Background: an optimization exercise with open tools, aiming at small area. Do not read the settings as production practice. The RTL was checked by simulation tests, not by an equivalence proof against the original design. No run shown here takes its clock network from TritonCTS; it comes from the design's own scripts or RTL. The clock input has no modelled driver; a real chip could not lean on it and would need a root buffer or a full tree. No activity file was given, so power comes from the tool's default toggle rates.

### flow/constraint.sdc
create_clock -name core_clock -period 6.7 [get_ports {clk}]
set_input_delay 1.3400 -clock core_clock [delete_from_list [all_inputs] [get_ports {clk}]]
set_output_delay 1.3400 -clock core_clock [all_outputs]
set_load 0.01 [all_outputs]
### flow/standard.sh
#!/bin/bash
# synth_recipe.tcl (not shown) runs the flow's synth.tcl, then flattens the netlist and writes it again
# the make line also repeats each setting of config.mk as NAME=value (left out here)
make -C /OpenROAD-flow-scripts/flow DESIGN_CONFIG=/design/flow/config.mk WORK_HOME=/design/flow/orfs CLKGATE_MAP_FILE= SYNTH_SCRIPT=/design/flow/synth_recipe.tcl "${@:-finish}"
### flow/design.v
module filter_median_top (
  input        clk, rst_n,
  input  [7:0] pixel,
  output [7:0] median
);
  reg  [7:0] s0;
  reg  [7:0] s1;
  reg  [7:0] s2;
  reg  [7:0] s3;
  reg  [7:0] s4;
  reg  [7:0] s5;
  reg  [7:0] s6;
  reg  [7:0] s7;
  reg  [7:0] s8;
  reg  [3:0] s9;
  reg  [8:0] v;             
  always @(posedge clk) begin
    s0 <= pixel[7:0];
    s1 <= s0[7:0];
    s2 <= s1[7:0];
    s3 <= s2[7:0];
    s4 <= s3[7:0];
    s5 <= s4[7:0];
    s6 <= s5[7:0];
    s7 <= s6[7:0];
    s8 <= s7[7:0];
    s9 <= s8[3:0];
  end
  always @(posedge clk or negedge rst_n) begin
    if (!rst_n) v <= 9'd0;
    else        v <= {v[7:0], 1'b1};
  end
  function [18:0] level(input [8:0] x, input [8:0] hi, input [8:0] lo);
    reg [8:0] e;
    reg       m;
    begin
      e = hi | (x & ~lo);
      m = maj9(e);
      level = {m, hi | (e & {9{~m}}), lo | (~e & {9{m}})};
    end
  endfunction
  function maj9(input [8:0] t);
    reg [2:0] mx, md, mn;
    begin
      mx = {t[8] | t[7] | t[6], t[5] | t[4] | t[3], t[2] | t[1] | t[0]};
      md = {maj3(t[8], t[7], t[6]), maj3(t[5], t[4], t[3]), maj3(t[2], t[1], t[0])};
      mn = {t[8] & t[7] & t[6], t[5] & t[4] & t[3], t[2] & t[1] & t[0]};
      maj9 = maj3(&mx, maj3(md[2], md[1], md[0]), |mn);
    end
  endfunction
  function maj3(input a, input b, input c);
    maj3 = (a & b) | (a & c) | (b & c);
  endfunction
  wire [8:0] valid = v[8:0];
  wire [8:0] hi0_0 = 9'd0;
  wire [8:0] lo0_0 = ~valid;
  wire [8:0] x0_0 = {s8[7], s7[7], s6[7], s5[7], s4[7], s3[7], s2[7], s1[7], s0[7]};
  wire       m7;
  wire [8:0] hi0_1, lo0_1;
  assign {m7, hi0_1, lo0_1} = level(x0_0, hi0_0, lo0_0);
  wire [8:0] x0_1 = {s8[6], s7[6], s6[6], s5[6], s4[6], s3[6], s2[6], s1[6], s0[6]};
  wire       m6;
  wire [8:0] hi0_2, lo0_2;
  assign {m6, hi0_2, lo0_2} = level(x0_1, hi0_1, lo0_1);
  wire [8:0] x0_2 = {s8[5], s7[5], s6[5], s5[5], s4[5], s3[5], s2[5], s1[5], s0[5]};
  wire       m5;
  wire [8:0] hi0_3, lo0_3;
  assign {m5, hi0_3, lo0_3} = level(x0_2, hi0_2, lo0_2);
  wire [8:0] x0_3 = {s8[4], s7[4], s6[4], s5[4], s4[4], s3[4], s2[4], s1[4], s0[4]};
  wire       m4;
  wire [8:0] hi0_4, lo0_4;
  assign {m4, hi0_4, lo0_4} = level(x0_3, hi0_3, lo0_3);
  reg  [8:0] hi_q1, lo_q1;
  reg  [7:4] m_q1;
  always @(posedge clk) begin
    hi_q1 <= hi0_4;
    lo_q1 <= lo0_4;
    m_q1 <= {m7, m6, m5, m4};
  end
  wire [8:0] hi1_0 = hi_q1;
  wire [8:0] lo1_0 = lo_q1;
  wire [8:0] x1_0 = {s9[3], s8[3], s7[3], s6[3], s5[3], s4[3], s3[3], s2[3], s1[3]};
  wire       m3;
  wire [8:0] hi1_1, lo1_1;
  assign {m3, hi1_1, lo1_1} = level(x1_0, hi1_0, lo1_0);
  wire [8:0] x1_1 = {s9[2], s8[2], s7[2], s6[2], s5[2], s4[2], s3[2], s2[2], s1[2]};
  wire       m2;
  wire [8:0] hi1_2, lo1_2;
  assign {m2, hi1_2, lo1_2} = level(x1_1, hi1_1, lo1_1);
  wire [8:0] x1_2 = {s9[1], s8[1], s7[1], s6[1], s5[1], s4[1], s3[1], s2[1], s1[1]};
  wire       m1;
  wire [8:0] hi1_3, lo1_3;
  assign {m1, hi1_3, lo1_3} = level(x1_2, hi1_2, lo1_2);
  wire [8:0] x1_3 = {s9[0], s8[0], s7[0], s6[0], s5[0], s4[0], s3[0], s2[0], s1[0]};
  wire       m0;
  wire [8:0] hi1_4, lo1_4;
  assign {m0, hi1_4, lo1_4} = level(x1_3, hi1_3, lo1_3);
  reg  [7:0] med_d;
  always @(posedge clk) med_d <= {m_q1, m3, m2, m1, m0};
  reg  [7:0] med_q;
  always @(posedge clk or negedge rst_n) begin
    if (!rst_n) med_q <= 8'd0;
    else        med_q <= v[3] ? med_d : 8'd0;
  end
  assign median = med_q;
endmodule
### flow/config.mk
export PLATFORM = sky130hd
export DESIGN_NAME = filter_median_top
export DESIGN_NICKNAME = filter_median_top
export VERILOG_FILES = /design/flow/design.v
export SDC_FILE = /design/flow/constraint.sdc
export NUM_CORES = 4
export LEC_CHECK = 0
export CAP_MARGIN = 20
export CORE_MARGIN = 2
export CORE_UTILIZATION = 40
export SLEW_MARGIN = 20
### flow/flow/cts_manual.tcl
# PRE_CTS hook: a hand-made two-level clock tree in place of
# clock_tree_synthesis. The flip-flops are split by position into
# MANUAL_CTS_NX x MANUAL_CTS_NY groups of about equal size (columns by x,
# then each column by y); each group is driven by one clock buffer at its
# centre, and those buffers by one root buffer next to the clock port's pin. clock_tree_synthesis is then
# made to only switch the clock to propagated timing; the rest of cts.tcl
# (legalisation, setup and hold repair) runs as usual.
set ct_db [ord::get_db]
set ct_block [ord::get_db_block]
set ct_leaf_master [$ct_db findMaster $::env(MANUAL_CTS_LEAF)]
set ct_clk [$ct_block findNet clk]

set ct_sinks {}
foreach it [$ct_clk getITerms] {
  set inst [$it getInst]
  set loc [$inst getLocation]
  lappend ct_sinks [list $it [lindex $loc 0] [lindex $loc 1]]
}
puts "manual CTS: [llength $ct_sinks] clock sinks"

# split items, sorted by coordinate idx, into n runs of about equal size
proc ct_split { items idx n } {
  set s [lsort -integer -index $idx $items]
  set parts {}
  set len [llength $s]
  for { set k 0 } { $k < $n } { incr k } {
    set a [expr { ($k * $len) / $n }]
    set b [expr { (($k + 1) * $len) / $n - 1 }]
    lappend parts [lrange $s $a $b]
  }
  return $parts
}

set ct_groups {}
foreach col [ct_split $ct_sinks 1 $::env(MANUAL_CTS_NX)] {
  foreach g [ct_split $col 2 $::env(MANUAL_CTS_NY)] {
    lappend ct_groups $g
  }
}

if { $::env(MANUAL_CTS_ROOT) == "none" } {
  if { [llength $ct_groups] > 4 } {
    error "manual CTS: the clock port may drive at most 4 buffers"
  }
  set ct_rootnet $ct_clk
} else {
  set ct_root_master [$ct_db findMaster $::env(MANUAL_CTS_ROOT)]
  set ct_bterm [$ct_block findBTerm clk]
  set ct_bb [$ct_bterm getBBox]
  set ct_px [expr { ([$ct_bb xMin] + [$ct_bb xMax]) / 2 }]
  set ct_py [expr { ([$ct_bb yMin] + [$ct_bb yMax]) / 2 }]
  set ct_root [odb::dbInst_create $ct_block $ct_root_master clkbuf_root]
  set ct_core [$ct_block getCoreArea]
  set ct_rx [expr { min(max($ct_px, [$ct_core xMin]), [$ct_core xMax] - 5000) }]
  set ct_ry [expr { min(max($ct_py, [$ct_core yMin]), [$ct_core yMax] - 5000) }]
  $ct_root setLocation $ct_rx $ct_ry
  $ct_root setPlacementStatus PLACED
  set ct_rootnet [odb::dbNet_create $ct_block clknet_root]
  $ct_rootnet setSigType CLOCK
  [$ct_root findITerm A] connect $ct_clk
  [$ct_root findITerm X] connect $ct_rootnet
}

set ct_i 0
foreach g $ct_groups {
  set sx 0
  set sy 0
  foreach s $g {
    set sx [expr { $sx + [lindex $s 1] }]
    set sy [expr { $sy + [lindex $s 2] }]
  }
  set n [llength $g]
  set buf [odb::dbInst_create $ct_block $ct_leaf_master clkbuf_leaf_$ct_i]
  $buf setLocation [expr { $sx / $n }] [expr { $sy / $n }]
  $buf setPlacementStatus PLACED
  set net [odb::dbNet_create $ct_block clknet_leaf_$ct_i]
  $net setSigType CLOCK
  foreach s $g {
    set it [lindex $s 0]
    $it disconnect
    $it connect $net
  }
  [$buf findITerm A] connect $ct_rootnet
  [$buf findITerm X] connect $net
  puts "manual CTS: leaf $ct_i drives $n sinks"
  incr ct_i
}

rename clock_tree_synthesis orig_clock_tree_synthesis
proc clock_tree_synthesis { args } {
  puts "manual CTS: clock tree already built"
  set_propagated_clock [all_clocks]
}
### flow/flow/abc_area_map.script
strash
dch
amap
topo
stime -c
### flow/flow/run.sh
#!/bin/bash
# Layout flow: the standard ORFS flow with these changes:
#  - synthesis maps the logic with an area-oriented ABC script
#    (abc_area_map.script) instead of ORFS's, which buffers and upsizes for
#    speed; register inference, naming and flattening are unchanged;
#  - the port buffers are the smallest buffer (still one on every port);
#  - a small balanced clock tree made by hand (cts_manual.tcl) in place of
#    clock_tree_synthesis.
set -euo pipefail
HERE=$(pwd)
# synth.tcl with ABC's script replaced, right after the preamble sets it
sed "s|^source \$::env(SCRIPTS_DIR)/synth_preamble.tcl\$|&\nset abc_args [lreplace \$abc_args 1 1 $HERE/flow/abc_area_map.script]|" \
  "$FLOW_HOME/scripts/synth.tcl" > "$HERE/synth_area_map.tcl"
grep -q abc_area_map.script "$HERE/synth_area_map.tcl"
# The standard flow's synthesis script, sourcing that synth.tcl
sed "s|\$::env(SCRIPTS_DIR)/synth.tcl|$HERE/synth_area_map.tcl|" synth_recipe.tcl > "$HERE/synth_top.tcl"
grep -q synth_area_map.tcl "$HERE/synth_top.tcl"
export MANUAL_CTS_LEAF=${MANUAL_CTS_LEAF:-sky130_fd_sc_hd__clkbuf_8}
export MANUAL_CTS_ROOT=${MANUAL_CTS_ROOT:-sky130_fd_sc_hd__clkbuf_4}
export MANUAL_CTS_NX=${MANUAL_CTS_NX:-4}
export MANUAL_CTS_NY=${MANUAL_CTS_NY:-2}
bash standard.sh SYNTH_SCRIPT="$HERE/synth_top.tcl" \
  BUFFER_PORTS_ARGS="-buffer_cell sky130_fd_sc_hd__buf_1" \
  PRE_CTS_TCL="$HERE/flow/cts_manual.tcl" finish > "$HERE/flow_make.log" 2>&1
==> qor.csv, run 1 <==
stage,metric,value,unit
run_status,status,"complete, no violations",
finish,final_common_cell,dfxtp_1,
grt,antenna_found_initial,0,
floorplan,initial_core_util,0.407,
worst_setup_path,slowest_stage,a221oi_2,
sta,setup_viol,0,
yosys,syn_nets,544,
pwr,clockPowerShare,0.121,
pwr,p_leak,2.05,nW
finish,fillers,1114,
pwr,power.net_switching,1.23,mW
sta,period_needed,6.23,ns
worst_hold_path,holdCritPathClass,reg -> reg,
placement,numPortBuffers,17,
grt,grt_pass1_vias,3499,
sta,slew_viol_final,0,
sta,tightest_slew,0.511,ns
grt,grt_overflow,0,
sta,max-slew-margin-rel,0.657,
routing,ant_nets,0,
finish,final_nets,589,
worst_setup_path,path_class,reg -> reg,
floorplan,ios,18,
yosys,synth-seq-area-share,0.553,
finish,final_cell_mix,"106 x dfxtp_1, 85 x nand2_1, 68 x nor2_1, 43 x clkinv_1, 38 x o21ai_0",
routing,vias,3765,
worst_setup_path,crit_fanout,15,
worst_setup_path,crit_top_cell,o21ai_0,
finish,fin_cells,720,
worst_setup_path,r2r_start,v[2]$_DFF_PN0_,
pwr,p_comb_frac,0.550,
sta,finalCritPeriodShare,0.931,
floorplan,die_area,12400,µm²
routing,drtIter0Drc,217,
yosys,ys_warn_count,1,
pwr,power.ir.vdd_worst,0.448,mV
pwr,finalPower,2.72,mW
placement,dp.cells,699,
routing,viasPerCell,5.23,
finish,drive_above_1_share,0.107,
floorplan,core,11300,µm²
yosys,ys_ff_latch,123,
sta,clock_skew,0.0173,ns
yosys,synth.avg_cell_area,8.63,µm²
yosys,synthCells,534,
grt,grt_max_degree,20,
pwr,p_int,1.49,mW
clock_network,cts_hold_buf,0,
placement,dp_hpwl,7060,µm
worst_setup_path,end_kind,flop,
sta,hold_viol,0,
finish,top_regs,"hi_q1: 9 flops, lo_q1: 9 flops, v: 9 flops",
clock_network,insertion_delay,0.49,ns
clock_network,cts.clk_slew.worst_paths,0.10,ns
worst_hold_path,hp-start,m_q1[7]$_DFF_P_,
floorplan,rows,39,
yosys,yosysUniqueCellTypes,22,
grt,grt_pass1_wl,15700,µm
pwr,power_density,519,nW/µm²
routing,firstDrtPassIters,6,
grt,groute.usage.overall,0.146,
finish,area_delta_synth_final,13.8,%
finish,multi_input_area,2030,µm²
pwr,p_sw_frac,0.452,
worst_setup_path,crit_start,v[2]$_DFF_PN0_,
pwr,power_frac_seq,0.329,
worst_setup_path,startpoint_type,flop,
worst_setup_path,required,7.08,ns
worst_setup_path,slowest_delay,0.44,ns
finish,regArea,2550,µm²
placement,place.gp.congestion,0.867,
floorplan,die_w,111,µm
finish,antenna_cells,0,
yosys,synthesis.area,4610,µm²
flow_run,drv_cap,0,
routing,drc_errors,0,
routing,routed_wl,9770,µm
worst_setup_path,cp.arrival,6.62,ns
routing,wl_per_cell,13.6,µm
floorplan,die_y,111,µm
sta,fmax,160,MHz
-- final timing paths --
check / cells past startpoint / slack (ns) / to
setup / recovery: 32 / 0.47 / lo_q1[1]$_DFF_P_
hold / removal: 0 / 0.33 / med_d[7]$_DFF_P_
setup reg to reg: 32 / 0.47 / lo_q1[1]$_DFF_P_
hold reg to reg: 0 / 0.33 / med_d[7]$_DFF_P_
max in group asynchronous: 2 / 5.54 / med_q[4]$_DFF_PN0_
min in group asynchronous: 1 / 0.72 / v[3]$_DFF_PN0_
-- worst max-delay path: cells and delay by family, from the launching register on --
kind | cells | cell delay (ns)
compound gates | 19 | 4.09
buf+inv | 6 | 0.88
flops | 1 | 0.41
simple gates | 7 | 0.70
-- Yosys cell counts, drive strengths merged --
master,count,area [µm²]
a31oi,4,25.0
o221a,2,22.5
clkinv,49,184
conb,1,3.75
a22oi,2,15.0
dfrtp,17,425
o22ai,7,43.8
a221o,3,30.0
a221oi,12,105
nor2b,8,50.1
nor2,68,255
dfxtp,106,2120
a222oi,3,30.0
o221ai,3,26.3
a311o,2,20.0
o21bai,16,120
o21a,26,195
a21oi,40,200
a311oi,3,26.3
o21ai,75,375
a21o,2,15.0
nand2,85,319
-- power by group through the flow --
| stage | registers [mW] | clock network [mW] | logic, mW |
|---|---|---|---|
| 2_1_floorplan | 0.900 | 0 | 0.958 |
| 6_report | 0.894 | 0.330 | 1.50 |
| 4_1_cts | 0.894 | 0.349 | 1.29 |
| 5_1_grt | 0.905 | 0.372 | 1.68 |
| 3_3_place_gp | 0.909 | 0 | 1.24 |
| 3_5_place_dp | 0.911 | 0 | 1.27 |
-- kinds of logic (layout without fill, tap and decap cells) --
kind of cell           after synthesis  count (layout)  share of synthesized area
AND/OR/NAND/NOR                    161             161                      0.135
buffers and inverters               49              91                     0.0399
other                                1               1                   0.000814
flip-flops                         123             123                      0.553
AO/OA/AOI/OAI                      200             201                      0.271
-- stage by stage --
| step | setup WS [ns] | instance area [µm²] | setup TNS [ns] | utilization | hold slack [ns] |
|---|---|---|---|---|---|
| after floorplan | 0.0810 | 4610 | 0 | - | 0.310 |
| after global placement | -0.00870 | 4890 | -0.0102 | 0.432 | 0.310 |
| after detailed placement | -0.468 | 4890 | -4.45 | 0.432 | 0.313 |
| after CTS | 0.148 | 5020 | 0 | 0.443 | 0.336 |
| after global routing | -0.0731 | 5250 | -0.213 | 0.463 | 0.341 |
| final | 0.465 | 5250 | 0 | 0.463 | 0.333 |
-- layout make-up --
cell class | instances | share of cell area
Multi-Input combinational cell | 363 | 0.387
Tap cell | 143 | 0.0341
Timing Repair Buffer | 31 | 0.0329
Timing Repair inverter | 2 | 0.00239
Sequential cell | 123 | 0.486
Inverter | 49 | 0.0358
Buffer | 9 | 0.0224
-- timing repair --
action	CTS	global route
setup endpoints to repair	20	20
pin swaps	0	5
endpoints found under the hold margin	0	0
resized for setup	3	72
gates cloned	0	3
setup buffers	0	8
-- layer usage --
layer	routed length, µm	GRT usage	share of wire	vias up
met2	4350	0.247	0.45	76
met1	4850	0.213	0.50	1730
li1	-	-	-	1947
met4	127	0.0189	0.013	0
met3	445	0.0103	0.046	12
met5	0	0	0	-
==> run 2, diff against run 1 <==
--- a/flow/design.v
+++ b/flow/design.v
@@ -71,13 +71,13 @@
   wire [8:0] hi0_4, lo0_4;
   assign {m4, hi0_4, lo0_4} = level(x0_3, hi0_3, lo0_3);
-  reg  [8:0] hi_q1, lo_q1;
+  reg  [8:0] hi_q1, lo_q1;       
   reg  [7:4] m_q1;
   always @(posedge clk) begin
-    hi_q1 <= hi0_4;
-    lo_q1 <= lo0_4;
+    hi_q1 <= ~hi0_4;
+    lo_q1 <= ~lo0_4;
     m_q1 <= {m7, m6, m5, m4};
   end
-  wire [8:0] hi1_0 = hi_q1;
-  wire [8:0] lo1_0 = lo_q1;
+  wire [8:0] hi1_0 = ~hi_q1;
+  wire [8:0] lo1_0 = ~lo_q1;
   wire [8:0] x1_0 = {s9[3], s8[3], s7[3], s6[3], s5[3], s4[3], s3[3], s2[3], s1[3]};
   wire       m3;
==> flow/flow/abc_area_map.script (replaced) <==
strash
dch
amap -Q 0.05
topo
stime -c
==> run 2 against run 1 <==
Effect of this change: worst setup slack worse by 0.054 ns; synthesized cell count fell by 1.3%; first-iteration DRC count grew 35%; register-to-register slack worse by 0.05 ns; cell count is 0.69% higher; die area grew 0.63%; maximum frequency shrank 0.86%; hold slack is essentially flat; combinational power about the same.
==> qor.csv, run 2 <==
stage,metric,value,unit
run_status,status,"complete, no violations",
yosys,yosys.area.top_type_share,0.457,
routing,viasPerCell,5.22,
yosys,synth_common_cells,"106 x dfxtp_1, 83 x o21ai_0, 57 x nor2_1",
worst_setup_path,cp.arrival,6.67,ns
grt,grt_overflow,0,
floorplan,initial_core_util,0.408,
yosys,ys_ff_latch,123,
sta,hold_viol,0,
routing,met3_length,416,µm
yosys,synthCells,527,
finish,fillers,1073,
worst_setup_path,required,7.08,ns
clock_network,insertion_delay,0.48,ns
floorplan,rows,39,
sta,hold-worst-slack,0.333,ns
yosys,ys_warn_count,1,
sta,finalCritPeriodShare,0.939,
placement,dp.cells,701,
floorplan,die_area,12500,µm²
sta,tightest_slew,0.913,ns
routing,wl_met1,5000,µm
routing,wl_met2,4330,µm
yosys,synth-seq-area-share,0.549,
worst_hold_path,holdCritPathClass,reg -> reg,
floorplan,die_w,112,µm
yosys,synth_top_flop_cell,dfxtp_1,
sta,setup_slack,0.411,ns
finish,drive_above_1_share,0.160,
worst_setup_path,crit_top_cell,nor2_1,
yosys,synthesis.area,4640,µm²
finish,final_cell_mix,"106 x dfxtp_1, 49 x nor2_1, 48 x nand2_1, 45 x clkinv_1, 38 x o21ai_0",
worst_setup_path,end_kind,flop,
routing,firstDrtPassIters,9,
placement,place_ws,-0.747,ns
finish,area_delta_synth_final,17.1,%
sta,period_needed,6.29,ns
clock_network,cts_hold_buf,0,
yosys,synth_area_leaders,"dfxtp_1 46%, dfrtp_1 9.2%, o21ai_0 9.0%",
grt,groute.usage.overall,0.151,
pwr,power_density,497,nW/µm²
worst_setup_path,startpoint_type,flop,
finish,fin_cells,725,
yosys,synth.area.mux_share,0,
yosys,synth_top_family_by_area,compound AO/OA/AOI/OAI gates,
floorplan,ios,18,
routing,drtIter0Drc,292,
finish,final_nets,594,
sta,setup_viol,0,
routing,vias,3787,
floorplan,core,11400,µm²
finish,top_regs,"hi_q1: 9 flops, lo_q1: 9 flops, v: 9 flops",
routing,drc_errors,0,
yosys,synth_most_common_cell,dfxtp_1,
finish,final_common_cell,dfxtp_1,
yosys,async_flop_share,0.138,
sta,clock_skew,0.0144,ns
yosys,synth_top_area_cell,dfxtp_1,
grt,grt_pass1_vias,3440,
routing,routed.top_layer,met4,
placement,dp_hpwl,7290,µm
sta,fmax,159,MHz
yosys,yosys.area_share.adder,0,
worst_setup_path,path_class,reg -> reg,
yosys,synth.avg_cell_area,8.80,µm²
routing,ant_nets,0,
placement,place.gp.congestion,0.851,
worst_setup_path,slowest_stage,a222oi_1,
worst_setup_path,crit_fanout,15,
yosys,synthXorXnorAreaFrac,0,
yosys,synth_compound_area_frac,0.304,
routing,routed_wl,9840,µm
grt,grt_pass1_wl,16200,µm
floorplan,die_y,112,µm
yosys,synth_enable_flop_cells,0,
yosys,yosys.area_share.simple,0.100,
yosys,syn_nets,537,
grt,antenna_found_initial,0,
routing,wl_per_cell,13.6,µm
flow_run,drv_cap,0,
finish,antenna_cells,0,
sta,slew_viol_final,0,
pwr,power.ir.vdd_worst,0.327,mV
clock_network,cts.clk_slew.worst_paths,0.10,ns
yosys,yosysUniqueCellTypes,23,
worst_setup_path,slowest_delay,0.47,ns
pwr,p_leak,2.14,nW
sta,max-slew-margin-rel,0.391,
placement,numPortBuffers,17,
grt,grt_max_degree,18,
==> run 2: path summary, 6_finish.rpt <==
path,startpoint,to,slack [ns],cells past startpoint
worst max-delay path,v[4]$_DFF_PN0_,lo_q1[6]$_DFF_P_,0.41,32
worst min-delay path,m_q1[7]$_DFF_P_,med_d[7]$_DFF_P_,0.33,0
worst max register to register,v[4]$_DFF_PN0_,lo_q1[6]$_DFF_P_,0.41,32
worst min register to register,m_q1[7]$_DFF_P_,med_d[7]$_DFF_P_,0.33,0
max in group asynchronous,rst_n,med_q[5]$_DFF_PN0_,5.60,1
min in group asynchronous,rst_n,v[4]$_DFF_PN0_,0.78,1
==> run 2: final cells by class <==
class	instances	area, µm²	share of cell area
sequential	123	2550	0.469
multi-input combinational	348	2070	0.380
timing repair buffer	45	283	0.0520
inverter	56	234	0.0431
tap	143	179	0.0329
buffer	9	118	0.0216
timing repair inverter	1	5.00	0.000921
==> run 2: through the flow <==
step                      cell area, µm²  utilization  total power, mW  TNS [ns]
after floorplan                     4640            -             1.76         0
after CTS                           5120        0.450             2.45         0
final                               5430        0.478             2.70         0
after global routing                5430        0.478             2.94    -0.464
after global placement              4990        0.439             2.07     -7.24
after detailed placement            4990        0.439             2.10    -11.65
==> run 2: cell families (layout without fill, tap and decap cells) <==
| group | count (synthesis) | count (layout) |
|---|---|---|
| AND/OR/NAND/NOR | 117 | 117 |
| flip-flops | 123 | 123 |
| AO/OA/AOI/OAI | 230 | 230 |
| other | 1 | 1 |
| buffers and inverters | 56 | 111 |
==> run 2: what timing repair did <==
item	4_1_cts	5_1_grt
setup endpoints to repair	20	20
buffers inserted	0	12
cloned	0	3
gates resized for setup	8	113
pin swaps	0	13
endpoints found under the hold margin	0	0
==> run 2: layer usage <==
| layer | up-vias | global-route usage |
|---|---|---|
| li1 | 1965 | - |
| met2 | 79 | 0.246 |
| met4 | 0 | 0.0156 |
| met1 | 1734 | 0.229 |
| met5 | - | 0 |
| met3 | 9 | 0.0125 |
==> run 2: critical path, delay by kind of cell, from the launching register on <==
kind / cells / cell delay [ns]
buffers and inverters: 7 / 1.31
AND/OR/NAND/NOR: 8 / 0.95
flip-flops: 1 / 0.41
AO/OA/AOI/OAI: 17 / 3.52
==> run 2: where the power goes <==
| group | internal [mW] | leakage (nW) | total, mW | switching [mW] |
|---|---|---|---|---|
| combinational | 0.581 | 0.976 | 1.50 | 0.920 |
| sequential | 0.832 | 1.10 | 0.869 | 0.0376 |
| clock | 0.113 | 0.0621 | 0.328 | 0.215 |
| total | 1.53 | 2.14 | 2.70 | 1.17 |
==> run 3, diff against run 2 <==
==> flow/flow/abc_area_map.script (replaced) <==
strash
dch
amap
topo
stime -c
==> run 3 against run 2 <==
Effect of this change: synthesized area shrank 1.2%; die area shrank 1.2%; sequential share of layout area grew 3.3 points; critical path depth shrank 5; still clean on timing, DRC and antenna; first-iteration DRC count grew 2.1%; synthesized cell count grew 0.38%; final area shrank 6.6%; largest cell class unchanged; wire length shrank 5.7%.
==> qor.csv, run 3 <==
stage,metric,value,unit
worst_setup_path,crit_cells,27,
pwr,finalPower,2.69,mW
pwr,p_leak,2.02,nW
floorplan,core,11300,µm²
worst_hold_path,holdCritPathClass,reg -> reg,
grt,groute.usage.overall,0.146,
worst_setup_path,critPathBufInv,2,
floorplan,rows,39,
placement,dp.cells,697,
grt,grt_max_degree,18,
clock_network,cts.clk_slew.worst_paths,0.10,ns
yosys,synthCells,529,
yosys,synth_top_area_cell,dfxtp_1,
worst_setup_path,reg2reg_depth,27,
worst_setup_path,startpoint_type,flop,
finish,top_regs,"hi_q1: 9 flops, lo_q1: 9 flops, v: 9 flops",
yosys,synth.avg_cell_area,8.66,µm²
finish,multi_input_area,1910,µm²
floorplan,die_y,111,µm
sta,setup_viol,0,
routing,wl_per_cell,13.1,µm
finish,area_delta_synth_final,10.7,%
sta,setup_slack,0.585,ns
sta,tightest_slew,0.495,ns
routing,drc_errors,0,
yosys,synth_top_flop_cell,dfxtp_1,
placement,place.gp.congestion,0.846,
yosys,yosys.area.top_type_share,0.463,
grt,grt_overflow,0,
routing,ant_nets,0,
worst_setup_path,slowest_delay,0.44,ns
finish,final_nets,579,
finish,antenna_cells,0,
pwr,power.ir.vdd_worst,0.315,mV
yosys,synth_enable_flop_cells,0,
worst_setup_path,crit_fanout,17,
run_status,status,"complete, no violations",
pwr,power_density,531,nW/µm²
yosys,ys_ff_latch,123,
routing,vias,3698,
finish,drive_above_1_share,0.0564,
sta,fmax,164,MHz
finish,fin_cells,710,
worst_setup_path,cp.arrival,6.52,ns
routing,drtIter0Drc,298,
finish,fillers,1111,
sta,finalCritPeriodShare,0.913,
sta,period_needed,6.12,ns
finish,final_common_cell,dfxtp_1,
floorplan,die_w,111,µm
worst_setup_path,critPathTopFamily,compound AO/OA/AOI/OAI gates,
sta,max-slew-margin-rel,0.666,
placement,numPortBuffers,17,
yosys,synth_most_common_cell,dfxtp_1,
grt,grt_pass1_wl,15600,µm
yosys,synth-seq-area-share,0.556,
clock_network,insertion_delay,0.48,ns
yosys,async_flop_share,0.138,
sta,slew_viol_final,0,
yosys,syn_nets,539,
worst_setup_path,slowest_stage,a222oi_1,
floorplan,initial_core_util,0.405,
finish,regArea,2550,µm²
yosys,synthesis.area,4580,µm²
placement,place_ws,-0.257,ns
worst_setup_path,required,7.10,ns
yosys,yosysUniqueCellTypes,23,
sta,final.setup.tns,0,ns
routing,firstDrtPassIters,6,
finish,final_cell_mix,"106 x dfxtp_1, 86 x nand2_1, 65 x o21ai_0, 51 x nor2_1, 47 x a21oi_1",
grt,antenna_found_initial,0,
placement,dp_hpwl,7120,µm
yosys,synth_area_leaders,"dfxtp_1 46%, dfrtp_1 9.3%, o21ai_0 9.0%",
yosys,synth_common_cells,"106 x dfxtp_1, 86 x nand2_1, 82 x o21ai_0",
grt,grt_pass1_vias,3470,
flow_run,drv_cap,0,
worst_hold_path,hold_depth,0,
floorplan,die_area,12300,µm²
sta,clock_skew,0.0130,ns
worst_setup_path,crit_top_cell,o21ai_0,
sta,hold_viol,0,
clock_network,cts_hold_buf,0,
floorplan,ios,18,
routing,viasPerCell,5.21,
routing,routed_wl,9280,µm
worst_setup_path,path_class,reg -> reg,
yosys,ys_warn_count,1,
worst_setup_path,end_kind,flop,
## run 3: changes by cell type in the layout (fill, tap and decap cells not counted), moves of 5 or more
cell      delta
a21boi_1     -6
a21o_1       -7
a21oi_1     +13
a21oi_2     -12
a221oi_1     +5
buf_4       -15
clkinv_1     -7
nand2_1     +38
nor2_2       -7
o21ai_0     +27
o21ai_1     -19
o21ai_2      -9
## run 3: final timing paths
kind,startpoint,slack [ns],end
hold / removal,s0[3]$_DFF_P_,0.33,s1[3]$_DFF_P_
hold reg to reg,s0[3]$_DFF_P_,0.33,s1[3]$_DFF_P_
setup / recovery,hi_q1[6]$_DFF_P_,0.58,med_d[0]$_DFF_P_
min in group asynchronous,rst_n,0.78,v[3]$_DFF_PN0_
setup reg to reg,hi_q1[6]$_DFF_P_,0.58,med_d[0]$_DFF_P_
max in group asynchronous,rst_n,5.60,med_q[5]$_DFF_PN0_
## run 3: kinds of logic (layout without fill, tap and decap cells)
kind of cell / Yosys count / in the layout / share of synthesized area
simple gates: 149 / 149 / 0.127
other cells: 1 / 1 / 0.000818
buf+inv: 43 / 81 / 0.0352
compound gates: 213 / 213 / 0.281
flops: 123 / 123 / 0.556
## run 3: timing repair
action	CTS	global route
setup endpoints to repair	1	20
buffers inserted	0	3
pin swaps	0	3
gates resized for setup	3	29
gates cloned	0	1
## run 3: metrics by stage
stage	hold WS (ns)	util	area (µm²)
detailed placement	0.313	0.432	4890
global route	0.337	0.448	5070
finish	0.332	0.448	5070
floorplan	0.310	-	4580
global placement	0.310	0.432	4890
CTS	0.335	0.442	5000
## run 3: final cells by class
type,instances,area share
Buffer,9,0.0232
Inverter,43,0.0326
Multi-Input combinational cell,363,0.377
Sequential cell,123,0.502
Tap cell,143,0.0353
Timing Repair Buffer,28,0.0291
Timing Repair inverter,1,0.000986
## run 3: power by group
part           switching [mW]  internal, mW
clock network           0.213         0.113
logic                   0.981         0.497
registers              0.0423         0.846
total                    1.24          1.46
## run 3: routing by layer
layer / global-route usage / part of all wire / up-vias
met5: 0 / 0 / -
met4: 0.0280 / 0.014 / 0
met3: 0.0126 / 0.054 / 11
met2: 0.238 / 0.43 / 99
met1: 0.215 / 0.50 / 1655
li1: - / - / 1933

-- what the ideal ports hide --
In the flow no input, the clock included, has a driving cell. The finished layouts below were timed again as built, in two steps. Step 1 sets driving cells, clkbuf_16 on the clock port and buf_2 on the other inputs (assumed; they add their load-dependent delay and slew). Step 2 adds t to the input delays and takes it off the output delays; t is the mean of the earliest and latest rising clock arrival at the registers after step 1. Input paths then give back, and output paths get back, about the clock's delay inside the block. Slacks: ideal / step 1 / step 2; pairs: ideal / step 1.
| run | t (ns) | setup WS [ns] | hold slack, ns | worst setup path at the end |
|---|---|---|---|---|
| run 1 | 0.495 | 0.465 / 0.465 / 0.465 | 0.333 / 0.333 / 0.333 | register to register |
| run 2 | 0.485 | 0.411 / 0.411 / 0.411 | 0.333 / 0.333 / 0.333 | register to register |
| run 3 | 0.483 | 0.585 / 0.585 / 0.585 | 0.332 / 0.332 / 0.332 | register to register |
After both steps every run listed still meets setup and hold.
